This is an optimization exercise on Yosys and OpenROAD, whose aim is small area, a short achievable clock period and few clock cycles per item, not a production implementation. No functional check of the RTL was part of any run shown here.

==> flow/design.v <==
module ascon_round (
    input  [63:0] x0, x1, x2, x3, x4,
    input  [63:0] m0, m1, m2, m3, m4,
    output [63:0] y0, y1, y2, y3, y4
);
    wire [63:0] s0 = (x1 & ~(x4 ^ x2 ^ x0)) ^ (x3 ^ x2 ^ x0);
    wire [63:0] s1 = ((x1 & x2) | (x3 & (x1 | x2))) ^ (x0 ^ x1 ^ x2 ^ x3 ^ x4);
    wire [63:0] s2 = ~((x4 & ~x3) ^ x1 ^ x2);
    wire [63:0] s3 = (x0 | (x3 ^ x4)) ^ x1 ^ x2;
    wire [63:0] s4 = (x1 & ~(x0 ^ x4)) ^ x3 ^ x4;
    assign y0 = s0 ^ {s0[18:0], s0[63:19]} ^ {s0[27:0], s0[63:28]} ^ m0;
    assign y1 = s1 ^ {s1[60:0], s1[63:61]} ^ {s1[38:0], s1[63:39]} ^ m1;
    assign y2 = s2 ^ {s2[0],    s2[63:1]}  ^ {s2[5:0],  s2[63:6]}  ^ m2;
    assign y3 = s3 ^ {s3[9:0],  s3[63:10]} ^ {s3[16:0], s3[63:17]} ^ m3;
    assign y4 = s4 ^ {s4[6:0],  s4[63:7]}  ^ {s4[40:0], s4[63:41]} ^ m4;
endmodule
module ascon128_top(CLK, RST, START, SK, N, A, P, DONE, C, T);
    input CLK;
    input RST;
    input START;
    input [127:0] SK, N;
    input [63:0] A;
    input [63:0] P;
    output reg DONE;
    output [63:0] C;
    output [127:0] T;
    reg [63:0] x0, x1, x2, x3, x4;
    reg [127:0] k;
    reg [63:0] a_r, c_r;
    reg busy;
    reg [1:0] ph;      
    reg [3:0] rd;      
    reg e_a, e_p, e_k, e_t;
    reg e_at;          
    reg e_c;           
    reg [7:0] rc;      
    wire last_rd = e_a | e_p | e_k | e_t;
    wire [3:0] rd_n = last_rd ? ((ph == 2'd2) ? 4'd0 : 4'd6) : rd + 4'd1;
    wire [1:0] ph_n = last_rd ? ph + 2'd1 : ph;
    wire [3:0] rd_nn = (rd_n == 4'd11) ? ((ph_n == 2'd2) ? 4'd0 : 4'd6) : rd_n + 4'd1;
    wire last_n = (rd_n == 4'd11);
    wire [63:0] m0 = ({64{e_a}} & a_r) | ({64{e_p}} & c_r);
    wire [63:0] m1 = {64{e_k}} & k[127:64];
    wire [63:0] m2 = ({64{e_k}} & k[63:0]) ^ {56'd0, rc};
    wire [63:0] m3 = {64{e_at}} & k[127:64];
    wire [63:0] m4 = ({64{e_at}} & k[63:0]) ^ {63'd0, e_p};
    wire [63:0] y0, y1, y2, y3, y4;
    ascon_round u_round (
        .x0(x0), .x1(x1), .x2(x2), .x3(x3), .x4(x4),
        .m0(m0), .m1(m1), .m2(m2), .m3(m3), .m4(m4),
        .y0(y0), .y1(y1), .y2(y2), .y3(y3), .y4(y4));
    always @(posedge CLK) begin
        if (!busy) begin
            x0  <= 64'h80400c0600000000;
            x1  <= SK[127:64];
            x2  <= SK[63:0] ^ 64'hf0;
            x3  <= N[127:64];
            x4  <= N[63:0];
            k   <= SK;
            a_r <= A;
            c_r <= P;
        end else begin
            x0 <= y0;
            x1 <= y1;
            x2 <= y2;
            x3 <= y3;
            x4 <= y4;
            if (e_c) c_r <= x0;
        end
    end
    always @(posedge CLK) begin
        if (RST) begin
            busy <= 1'b0;
            DONE <= 1'b0;
            e_c  <= 1'b0;
            ph   <= 2'd0;
            rd   <= 4'd0;
            rc   <= 8'he1;
            e_a  <= 1'b0;
            e_p  <= 1'b0;
            e_k  <= 1'b0;
            e_t  <= 1'b0;
            e_at <= 1'b0;
        end else begin
            DONE <= e_t;
            e_c  <= e_p & busy;
            if (!busy) begin
                busy <= START;
                ph   <= 2'd0;
                rd   <= 4'd0;
                rc   <= 8'he1;
                e_a  <= 1'b0;
                e_p  <= 1'b0;
                e_k  <= 1'b0;
                e_t  <= 1'b0;
                e_at <= 1'b0;
            end else begin
                busy <= ~e_t;
                rd   <= rd_n;
                ph   <= ph_n;
                rc   <= {~rd_nn, rd_nn};
                e_a  <= last_n & (ph_n == 2'd0);
                e_p  <= last_n & (ph_n == 2'd1);
                e_k  <= last_n & (ph_n == 2'd2);
                e_t  <= last_n & (ph_n == 2'd3);
                e_at <= last_n & ((ph_n == 2'd0) | (ph_n == 2'd3));
            end
        end
    end
    assign C = c_r;
    assign T = {x3, x4};
endmodule
==> flow/flow/run.sh <==
#!/bin/bash
# Layout flow: the standard synthesis unchanged, then the standard ORFS
# steps with a tighter timing-repair target, plain buffers on the ports and a
# clock tree built from smaller buffers. Each tool's output goes to its own log.
set -euo pipefail
here=$(cd "$(dirname "$0")" && pwd)
source "$here/params.sh"
bash standard.sh synth > synth.log 2>&1
bash standard.sh \
  SETUP_SLACK_MARGIN="$SETUP_MARGIN" \
  TNS_END_PERCENT="$TNS_END" \
  BUFFER_PORTS_ARGS="-buffer_cell $PORT_BUF" \
  CTS_ARGS="$CTS_ARGS" \
  finish > layout.log 2>&1
==> flow/flow/params.sh <==
SETUP_MARGIN=5.2
TNS_END=100
PORT_BUF=sky130_fd_sc_hd__buf_2
CTS_ARGS="-sink_clustering_enable -repair_clock_nets -dont_use_dummy_load -buf_list {sky130_fd_sc_hd__clkbuf_16} -sink_clustering_size 20 -sink_clustering_max_diameter 80"
==> flow/standard.sh <==
#!/bin/bash
# synth_recipe.tcl (not shown) runs the flow's synth.tcl, then flattens the netlist and writes it again
# the make line also repeats each setting of config.mk as NAME=value (left out here)
make -C /OpenROAD-flow-scripts/flow DESIGN_CONFIG=/design/flow/config.mk WORK_HOME=/design/flow/orfs CLKGATE_MAP_FILE= SYNTH_SCRIPT=/design/flow/synth_recipe.tcl "${@:-finish}"
==> flow/config.mk <==
export PLATFORM = sky130hd
export DESIGN_NAME = ascon128_top
export DESIGN_NICKNAME = ascon128_top
export VERILOG_FILES = /design/flow/design.v
export SDC_FILE = /design/flow/constraint.sdc
export NUM_CORES = 8
export LEC_CHECK = 0
export CAP_MARGIN = 20
export CORE_MARGIN = 2
export CORE_UTILIZATION = 60
export SLEW_MARGIN = 20
==> flow/constraint.sdc <==
create_clock -name core_clock -period 8.0 [get_ports {CLK}]
set_input_delay 1.6000 -clock core_clock [delete_from_list [all_inputs] [get_ports {CLK}]]
set_output_delay 1.6000 -clock core_clock [all_outputs]
set_load 0.01 [all_outputs]
==> results of run 1 <==
## registers in the layout (all words and copies together), names as in the netlist, 2 cells and up
signal,count
rd,4
x0,64
k,128
x1,64
c_r,64
ph,2
rc,8
x2,64
a_r,64
x4,64
x3,64
## metal layers
metal  track usage, %  wire length (um)  vias up
met5                0                72        -
met4             31.3             12500       12
met3             10.7             17300      453
met2             68.3             64200     1941
met1             58.2             55200    14469
li1                 -                 -    13220
## final timing paths
path | from | endpoint | cells past startpoint
worst max-delay path | c_r[6]$_DFFE_PP_ | C[6] | 1
worst min-delay path | e_t$_SDFF_PP0_ | DONE$_SDFF_PP0_ | 1
worst max register to register | x3[20]$_DFF_P_ | x3[10]$_DFF_P_ | 7
worst min register to register | e_t$_SDFF_PP0_ | DONE$_SDFF_PP0_ | 1
## cell usage after synthesis (4+ instances only)
master and n:
mux2_2 185, and2_1 4, nor2b_1 56, a22oi_1 64
or3_1 22, edfxtp_1 256, ha_1 71, xnor2_1 1203
a21oi_1 134, nand3_1 23, xor2_1 288, buf_1 6
clkbuf_1 92, inv_1 136, and3_1 42, nor3_1 43
nor2_1 242, mux2i_1 68, nand2_1 361, dfxtp_1 342
o21ai_0 66
## worst reg2reg max path, stage by stage, from the launching register on
cell	delay, ps
dfxtp_2	420
inv_1	60
ha_1	270
nand2_1	60
xnor2_1	940
xor2_1	370
xnor2_1	260
mux2_2	280
## layout make-up
| class | count | area share (%) |
|---|---|---|
| Inverter | 138 | 1.24 |
| Timing Repair Buffer | 640 | 8.08 |
| Multi-Input combinational cell | 2882 | 51.2 |
| Tap cell | 790 | 2.33 |
| Clock buffer | 40 | 2.36 |
| Sequential cell | 598 | 34.8 |
| Antenna cell | 5 | 0.0294 |
## cell families (layout without fill, tap and decap cells)
kind of cell    after synthesis  after routing  synth area share (%)
mux                         253            253                  7.46
flops                       598            598                  39.2
fa+ha+maj                    71             71                  2.40
other cells                   0              5                     0
xor+xnor                   1491           1491                  35.2
buf+inv                     239            818                  2.43
simple gates                802            802                  9.27
compound gates              265            265                  4.02
## cells in the final DEF (no fill, tap or decap), types with 2 or more instances in the layout
| master | count |
|---|---|
| xnor2_1 | 1190 |
| buf_2 | 569 |
| nand2_1 | 361 |
| xor2_1 | 288 |
| edfxtp_1 | 256 |
| nor2_1 | 242 |
| dfxtp_1 | 215 |
| mux2_2 | 185 |
| inv_1 | 136 |
| a21oi_1 | 134 |
| dfxtp_2 | 91 |
| ha_1 | 71 |
| mux2i_1 | 68 |
| o21ai_0 | 65 |
| a22oi_1 | 64 |
| buf_4 | 61 |
| nor2b_1 | 56 |
| nor3_1 | 43 |
| and3_1 | 42 |
| clkbuf_16 | 40 |
| dfxtp_4 | 36 |
| nand3_1 | 23 |
| or3_1 | 22 |
| xnor2_2 | 13 |
| diode_2 | 5 |
| and2_1 | 4 |
| buf_6 | 4 |
| buf_12 | 3 |
| clkbuf_4 | 3 |
| nor3b_1 | 2 |
## metrics by stage
step	area [sq um]	setup WS [ps]
3_3_place_gp	41100	5040
2_1_floorplan	37100	5330
5_1_grt	42500	5170
6_report	42500	5170
4_1_cts	42300	5160
3_5_place_dp	41100	5120
## what timing repair did
item,in CTS,in global routing
buffers inserted,2,2
resized for setup,143,27
setup endpoints to repair,132,80
pin swaps,0,0
==> out/qor.yml, run 1 <==
worst_pin_slew_ps: 1340
fp.dieW_um: 253
wire_per_inst_um: 29.3
ys_ff_latch: 598
start_util_pct: 60.4
syn_avg_cell_area_sq_um: 9.97
hold_ws_ps: 491
path_buf_inv: 1
hpwl_mm: 119
fill_cells: 5079
period_share_pct: 35.4
core-area_sq_um: 61400
synth_area_leaders: "xnor2_1 28%, edfxtp_1 21%, dfxtp_1 18%"
cts.sinks: 598
portBuffers: 579
dp_cells: 5043
rsz0062_at_grt: "yes"
antenna_found_initial: 10
arrival_ps: 1230
die_y_um: 253
grt-ovfl-total: 0
synthToLayoutAreaGrowth_pct: 14.6
fmax_ghz: 0.353
cp_slowest_cell: "edfxtp_1"
ys_types: 32
async_flop_share_pct: 0
insertion_delay_ps: 610
vias: 30095
routabilityCongestion: 1.08
seq_area_sq_um: 14800
drive_gt1_share_pct: 23.5
end_kind: "primary output"
crit_family: "flip-flops"
initialDrtViolationCount: 4037
grt_max_degree: 179
hold_path.class: "flop to flop"
cts_root_buffer: "clkbuf_16"
grt_pass1_vias: 27738
final_cells: 5093
rows: 91
required_ps: 6400
start_kind: "flop"
cts_tree: "built"
ys_seq_area_share_pct: 39.2
firstDrtPassIters: 5
fin_util_pct: 69.2
slew_viol_final: 0
dieArea_sq_um: 63800
holdBufCountCts: 0
max_stage_delay_ps: 450
yosysWarnings: 1
cp_cell_sequence: "buf_2"
period_needed_ps: 2830
grt_use_total_pct: 45.5
syn_inst: 3719
syn_nets: 4177
finClkSkew_ps: 37.5
numCtsBuffers: 40
final.setup.tns_ps: 0
setup_viol: 0
ys.flop_type: "dfxtp_1"
path_clk_slew_ps: 90
antenna_left: 0
synth-edff-count: 256
hold_viol: 0
yosysTopAreaCell: "xnor2_1"
yosysTopAreaCellShare_pct: 28.4
route.detailed.drc: 0
routed_wl_mm: 149
maxSlewHeadroom_pct: 10.3
vias_per_cell: 5.91
critical_path_class: "flop to primary output"
multi_input_area_sq_um: 21700
max_cap_viol_count: 0
crit_fanout: 2
grt_pass1_wl_mm: 203
htree_levels: 2
pin_count: 580
ff2ff_setup_slack_ps: 5250
fin_nets: 4758
status: "complete, no violations"
syn_area_sq_um: 37100
clk_path_buf_depth: 3
==> run 2, diff against run 1 <==
==> flow/design.v (replaced) <==
module ascon_round (
    input  [63:0] x0, x1, x2, x3, x4,
    input  [63:0] m0, m1, m2, m3, m4,
    output [63:0] y0, y1, y2, y3, y4
);
    wire [63:0] a0 = x0 ^ x4;
    wire [63:0] a4 = x4 ^ x3;
    wire [63:0] a2 = x2 ^ x1;
    wire [63:0] b0 = a0 ^ (~x1 & a2);
    wire [63:0] b1 = x1 ^ (~a2 & x3);
    wire [63:0] b2 = a2 ^ (~x3 & a4);
    wire [63:0] b3 = x3 ^ (~a4 & a0);
    wire [63:0] b4 = a4 ^ (~a0 & x1);
    wire [63:0] s0 = b0 ^ b4;
    wire [63:0] s1 = b1 ^ b0;
    wire [63:0] s2 = ~b2;
    wire [63:0] s3 = b3 ^ b2;
    wire [63:0] s4 = b4;
    assign y0 = s0 ^ {s0[18:0], s0[63:19]} ^ {s0[27:0], s0[63:28]} ^ m0;
    assign y1 = s1 ^ {s1[60:0], s1[63:61]} ^ {s1[38:0], s1[63:39]} ^ m1;
    assign y2 = s2 ^ {s2[0],    s2[63:1]}  ^ {s2[5:0],  s2[63:6]}  ^ m2;
    assign y3 = s3 ^ {s3[9:0],  s3[63:10]} ^ {s3[16:0], s3[63:17]} ^ m3;
    assign y4 = s4 ^ {s4[6:0],  s4[63:7]}  ^ {s4[40:0], s4[63:41]} ^ m4;
endmodule
module ascon128_top(CLK, RST, START, SK, N, A, P, DONE, C, T);
    input CLK;
    input RST;
    input START;
    input [127:0] SK, N;
    input [63:0] A;
    input [63:0] P;
    output reg DONE;
    output [63:0] C;
    output [127:0] T;
    reg [63:0] x0, x1, x2, x3, x4;
    reg [127:0] k;
    reg [63:0] a_r, c_r;
    reg busy;
    reg [1:0] ph;      
    reg [3:0] rd;      
    reg e_a, e_p, e_k, e_t;
    reg [7:0] rc2;     
    reg [7:0] rc3;     
    wire last_rd = e_a | e_p | e_k | e_t;
    wire [3:0] rd_n = last_rd ? ((ph == 2'd2) ? 4'd0 : 4'd6) : rd + 4'd2;
    wire [1:0] ph_n = last_rd ? ph + 2'd1 : ph;
    wire last_n = (rd_n == 4'd10);
    wire [3:0] rd_nn = last_n ? ((ph_n == 2'd2) ? 4'd0 : 4'd6) : rd_n + 4'd2;
    wire [3:0] rd_n1 = rd_n + 4'd1;
    wire [63:0] m0 = ({64{e_a}} & a_r) | ({64{e_p}} & c_r);
    wire [63:0] m1 = {64{e_k}} & k[127:64];
    wire [63:0] m2 = ({64{e_k}} & k[63:0]) ^ {56'd0, rc3};
    wire [63:0] m3 = {64{e_a | e_t}} & k[127:64];
    wire [63:0] m4 = ({64{e_a | e_t}} & k[63:0]) ^ {63'd0, e_p};
    wire [63:0] h0, h1, h2, h3, h4;
    wire [63:0] y0, y1, y2, y3, y4;
    ascon_round u_round1 (
        .x0(x0), .x1(x1), .x2(x2), .x3(x3), .x4(x4),
        .m0(64'd0), .m1(64'd0), .m2({56'd0, rc2}), .m3(64'd0), .m4(64'd0),
        .y0(h0), .y1(h1), .y2(h2), .y3(h3), .y4(h4));
    ascon_round u_round2 (
        .x0(h0), .x1(h1), .x2(h2), .x3(h3), .x4(h4),
        .m0(m0), .m1(m1), .m2(m2), .m3(m3), .m4(m4),
        .y0(y0), .y1(y1), .y2(y2), .y3(y3), .y4(y4));
    always @(posedge CLK) begin
        if (!busy) begin
            x0  <= 64'h80400c0600000000;
            x1  <= SK[127:64];
            x2  <= SK[63:0] ^ 64'hf0;
            x3  <= N[127:64];
            x4  <= N[63:0];
            k   <= SK;
            a_r <= A;
            c_r <= P;
        end else begin
            x0 <= y0;
            x1 <= y1;
            x2 <= y2;
            x3 <= y3;
            x4 <= y4;
            if (e_p) c_r <= y0;
        end
    end
    always @(posedge CLK) begin
        if (RST) begin
            busy <= 1'b0;
            DONE <= 1'b0;
            ph   <= 2'd0;
            rd   <= 4'd0;
            rc2  <= 8'he1;
            rc3  <= 8'hd2;
            e_a  <= 1'b0;
            e_p  <= 1'b0;
            e_k  <= 1'b0;
            e_t  <= 1'b0;
        end else begin
            DONE <= e_t;
            if (!busy) begin
                busy <= START;
                ph   <= 2'd0;
                rd   <= 4'd0;
                rc2  <= 8'he1;
                rc3  <= 8'hd2;
                e_a  <= 1'b0;
                e_p  <= 1'b0;
                e_k  <= 1'b0;
                e_t  <= 1'b0;
            end else begin
                busy <= ~e_t;
                rd   <= rd_n;
                ph   <= ph_n;
                rc2  <= {~rd_n1, rd_n1};
                rc3  <= {~rd_nn, rd_nn};
                e_a  <= last_n & (ph_n == 2'd0);
                e_p  <= last_n & (ph_n == 2'd1);
                e_k  <= last_n & (ph_n == 2'd2);
                e_t  <= last_n & (ph_n == 2'd3);
            end
        end
    end
    assign C = c_r;
    assign T = {x3, x4};
endmodule
==> flow/run.sh (new file) <==
#!/bin/bash
# synth_recipe.tcl (not shown) runs the flow's synth.tcl, then flattens the netlist and writes it again
# the make line also repeats each setting of config.mk as NAME=value (left out here)
make -C /OpenROAD-flow-scripts/flow DESIGN_CONFIG=/design/flow/config.mk WORK_HOME=/design/flow/orfs CLKGATE_MAP_FILE= SYNTH_SCRIPT=/design/flow/synth_recipe.tcl finish
--- a/flow/config.mk
+++ b/flow/config.mk
@@ -6,6 +6,8 @@
 export NUM_CORES = 8
 export LEC_CHECK = 0
+export ABC_CLOCK_PERIOD_IN_PS = 3000
 export CAP_MARGIN = 20
 export CORE_MARGIN = 2
-export CORE_UTILIZATION = 60
+export CORE_UTILIZATION = 40
+export SETUP_SLACK_MARGIN = 5
 export SLEW_MARGIN = 20
removed: flow/flow/run.sh
removed: flow/flow/params.sh
removed: flow/standard.sh
==> run 2 against run 1 <==
Hold slack gained 69 ps. Sequential share of layout area shrank 21 points. Now fails the layout checks on capacitance limit, slew limit. Wire length grew to 2.9 times the previous value. Count of clock-buffer cells in the layout grew 73. Maximum frequency shrank 38%. Cell count grew 87%. Synthesized area grew 54%. Non-clock buffer count grew 1838.
==> out/qor.yml, run 2 <==
drive_gt1_share_pct: 68.5  # +45 points
finClkSkew_ps: 39.3  # +1.78 ps
cts_root_buffer: "clkbuf_16"
seq_area_sq_um: 15400  # +3.9%
antenna_found_initial: 46  # +36
holdBufCountCts: 0  # unchanged
insertion_delay_ps: 760  # +150 ps
arrival_ps: 5100  # +3870 ps
ys.flop_type: "dfxtp_1"
slew_viol_final: 2  # +2
min_from: "e_t$_SDFF_PP0_"
critical_path_class: "flop to flop"
synth_fa_ha_area_share_pct: 7.20  # +4.8 points
synth_top_family_by_area: "XOR/XNOR gates"
fin_area_sq_um: 114000  # +170%
portBuffers: 579  # unchanged
status: "failed layout checks"
syn_area_sq_um: 57200  # +54%
yosysTopAreaCellShare_pct: 19.6  # -8.9 points
start_util_pct: 40.4  # -20 points
synthTopCellsByCount: "1012 x xnor2_1, 497 x xnor3_1, 484 x nand2_1, 449 x xor2_1, 345 x dfxtp_1"
clk_path_buf_depth: 3  # unchanged
end_kind: "flop"
syn_nets: 5741  # +37%
yosys.area_share.xor_xnor_pct: 50.3  # +15 points
largest_reg_flops: 128  # unchanged
grt_use_total_pct: 54.1  # +8.6 points
crit_fanout: 53  # +51
antenna_left: 0  # unchanged
layout_common_cells: "886 x buf_4, 569 x xnor2_4, 516 x buf_6"
met1_length_mm: 138  # +150%
cts_tree: "built"
wire_per_inst_um: 46.1  # +57%
yosysTopAreaCell: "xnor3_1"
synth_area_leaders: "xnor3_1 20%, xnor2_1 15%, edfxtp_1 13%"
fin_util_pct: 80.4  # +11 points
place_area_sq_um: 70900  # +72%
required_ps: 8500  # +2100 ps
hpwl_mm: 307  # +160%
reg2reg_depth: 5  # -2
ff2ff_setup_slack_ps: 3400  # -1850 ps
route.met3.wl_mm: 69.7  # +300%
syn_inst: 5093  # +37%
r2r-start: "e_a$_SDFF_PP0_"
final.setup.tns_ps: 0  # unchanged
fill_cells: 6811  # +34%
synthToLayoutAreaGrowth_pct: 99.3
htree_levels: 3  # +1
core-area_sq_um: 142000  # +130%
worst_pin_slew_ps: 2470  # +1140 ps
route.detailed.drc: 0  # unchanged
hold_viol: 0  # unchanged
final_cells: 9532  # +87%
fmax_ghz: 0.217  # -38%
startpoint: "e_a$_SDFF_PP0_"
ys_types: 45  # +41%
synth.most_common_cell: "xnor2_1"
hold_path.class: "flop to flop"
top_layer_used: "met5"
setup_viol: 0  # unchanged
rows: 138  # +52%
synth_mux_area_share_pct: 4.21  # -3.2 points
cp-endpoint: "c_r[58]$_DFFE_PP_"
period_share_pct: 57.5  # +22 points
synth-edff-count: 256  # unchanged
check.faults: "capacitance limit, slew limit"
grt_pass1_vias: 54165  # +95%
die_y_um: 382  # +51%
grt_pass1_wl_mm: 514  # +150%
syn_avg_cell_area_sq_um: 11.2  # +13%
multi_input_area_sq_um: 64700  # +200%
numCtsBuffers: 77  # +93%
ys_ff_latch: 601  # +0.50%
final_common_cell: "buf_4"
dieArea_sq_um: 146000  # +130%
pin_count: 580  # unchanged
cts.sinks: 601  # +0.50%
routed_wl_mm: 440  # +190%
firstDrtPassIters: 8  # +3
synth_compound_area_share_pct: 3.29  # -0.73 points
top_register: "k"
vias: 59690  # +98%
async_flop_share_pct: 0  # unchanged
period_needed_ps: 4600  # +1770 ps
fin_nets: 8181  # +72%
maxSlewHeadroom_pct: -65.0  # -75 points
reg2reg_to: "c_r[58]$_DFFE_PP_"
vias_per_cell: 6.26  # +6.0%
max_cap_viol_count: 1  # +1
synthSimpleGateAreaFrac_pct: 6.59  # -2.7 points
ys_seq_area_share_pct: 25.5  # -14 points
yosysWarnings: 1  # unchanged
fp.dieW_um: 382  # +51%
dp_cells: 7569  # +50%
rsz0062_at_grt: "yes"
grt_max_degree: 168  # -6.1%
routabilityCongestion: 1.17  # +7.8%
wl_met2_mm: 170  # +160%
initialDrtViolationCount: 8963  # +120%
start_kind: "flop"
path_clk_slew_ps: 60  # -30 ps
grt-ovfl-total: 0  # unchanged
[run 2: cell types whose count changed after synthesis, moves of 42 or more]
| cell | change |
|---|---|
| maj3_1 | +63 |
| xnor3_1 | +497 |
| a21oi_1 | +59 |
| xor3_1 | +77 |
| and3_1 | -42 |
| xor2_1 | +161 |
| nand2_1 | +123 |
| nor2_1 | +98 |
| ha_1 | +190 |
| xnor2_1 | -191 |
| inv_1 | +183 |
| xnor2_2 | +155 |
[run 2: cell type report]
class	instances	share of cell area [%]
multi-input combinational	4051	56.8
timing repair buffer	2478	24.2
sequential	601	13.5
tap	1890	2.07
clock buffer	113	2.01
inverter	324	1.15
clock inverter	29	0.245
antenna	46	0.101
[run 2: per-stage QoR]
step	setup slack, ps	hold WS (ps)
2_1_floorplan	4880	452
3_3_place_gp	2250	485
3_5_place_dp	2330	506
4_1_cts	4380	499
5_1_grt	3810	565
6_report	3400	560
[run 2: metal layers]
metal / up-vias / global-route usage [%]
met4: 34 / 51.4
met5: - / 0
li1: 21592 / -
met2: 6196 / 75.3
met1: 29433 / 62.3
met3: 2435 / 22.6
[run 2: kinds of logic (layout without fill, tap and decap cells)]
logic type                 Yosys count  after routing
xor gates and xnor gates          2214           2214
and+or+nand+nor                    930            930
DFF                                601            601
buffers and inverters              441           2944
adders and majority gates          344            344
AOI/OAI and AO/OA                  341            341
muxes                              222            222
other                                0             46
[run 2: how the worst min path moves through the flow]
stage                            endpoint  cells past startpoint
after global placement    DONE$_SDFF_PP0_                      1
final                     DONE$_SDFF_PP0_                      1
after detailed placement  DONE$_SDFF_PP0_                      1
after CTS                 DONE$_SDFF_PP0_                      1
after floorplan           DONE$_SDFF_PP0_                      1
after global routing      DONE$_SDFF_PP0_                      1
[run 2: timing repair]
item,CTS,global route
setup endpoints to repair,652,425
resized for setup,3708,975
pin swaps,1401,921
gates cloned,0,0
setup buffers,1311,464
endpoints found under the hold margin,0,0
[run 2: critical path, cell delays in order (launching register included)]
cell and delay, ps:
dfxtp_2 470, buf_4 390, a22oi_1 1940, xnor3_2 820, xnor3_2 360, mux2_2 310

## re-timing with driven ports
How much do the figures lean on ideal ports? The routed layouts below were timed once more, with nothing changed but the port constraints. Step 1, drivers: a clkbuf_16 drives CLK and a buf_2 each remaining input, both assumed. Step 2 adds t to the input delays and takes it off the output delays; t is the mean of the earliest and latest rising clock arrival at the registers after step 1. Input paths then give back, and output paths get back, about the clock's delay inside the block. Slacks: ideal ports / drivers / drivers and shift; pairs: ideal ports / drivers.
run	t, ns	setup slack, ns	worst register clock-pin slew, ns
run 1	0.664	5.166 / 5.097 / 5.151	0.09 / 0.09
run 2	0.828	3.397 / 3.397 / 3.397	0.08 / 0.08
For run 1, which loses most, drivers alone change the setup slack by -0.069 ns; drivers and shift together by -0.015 ns.
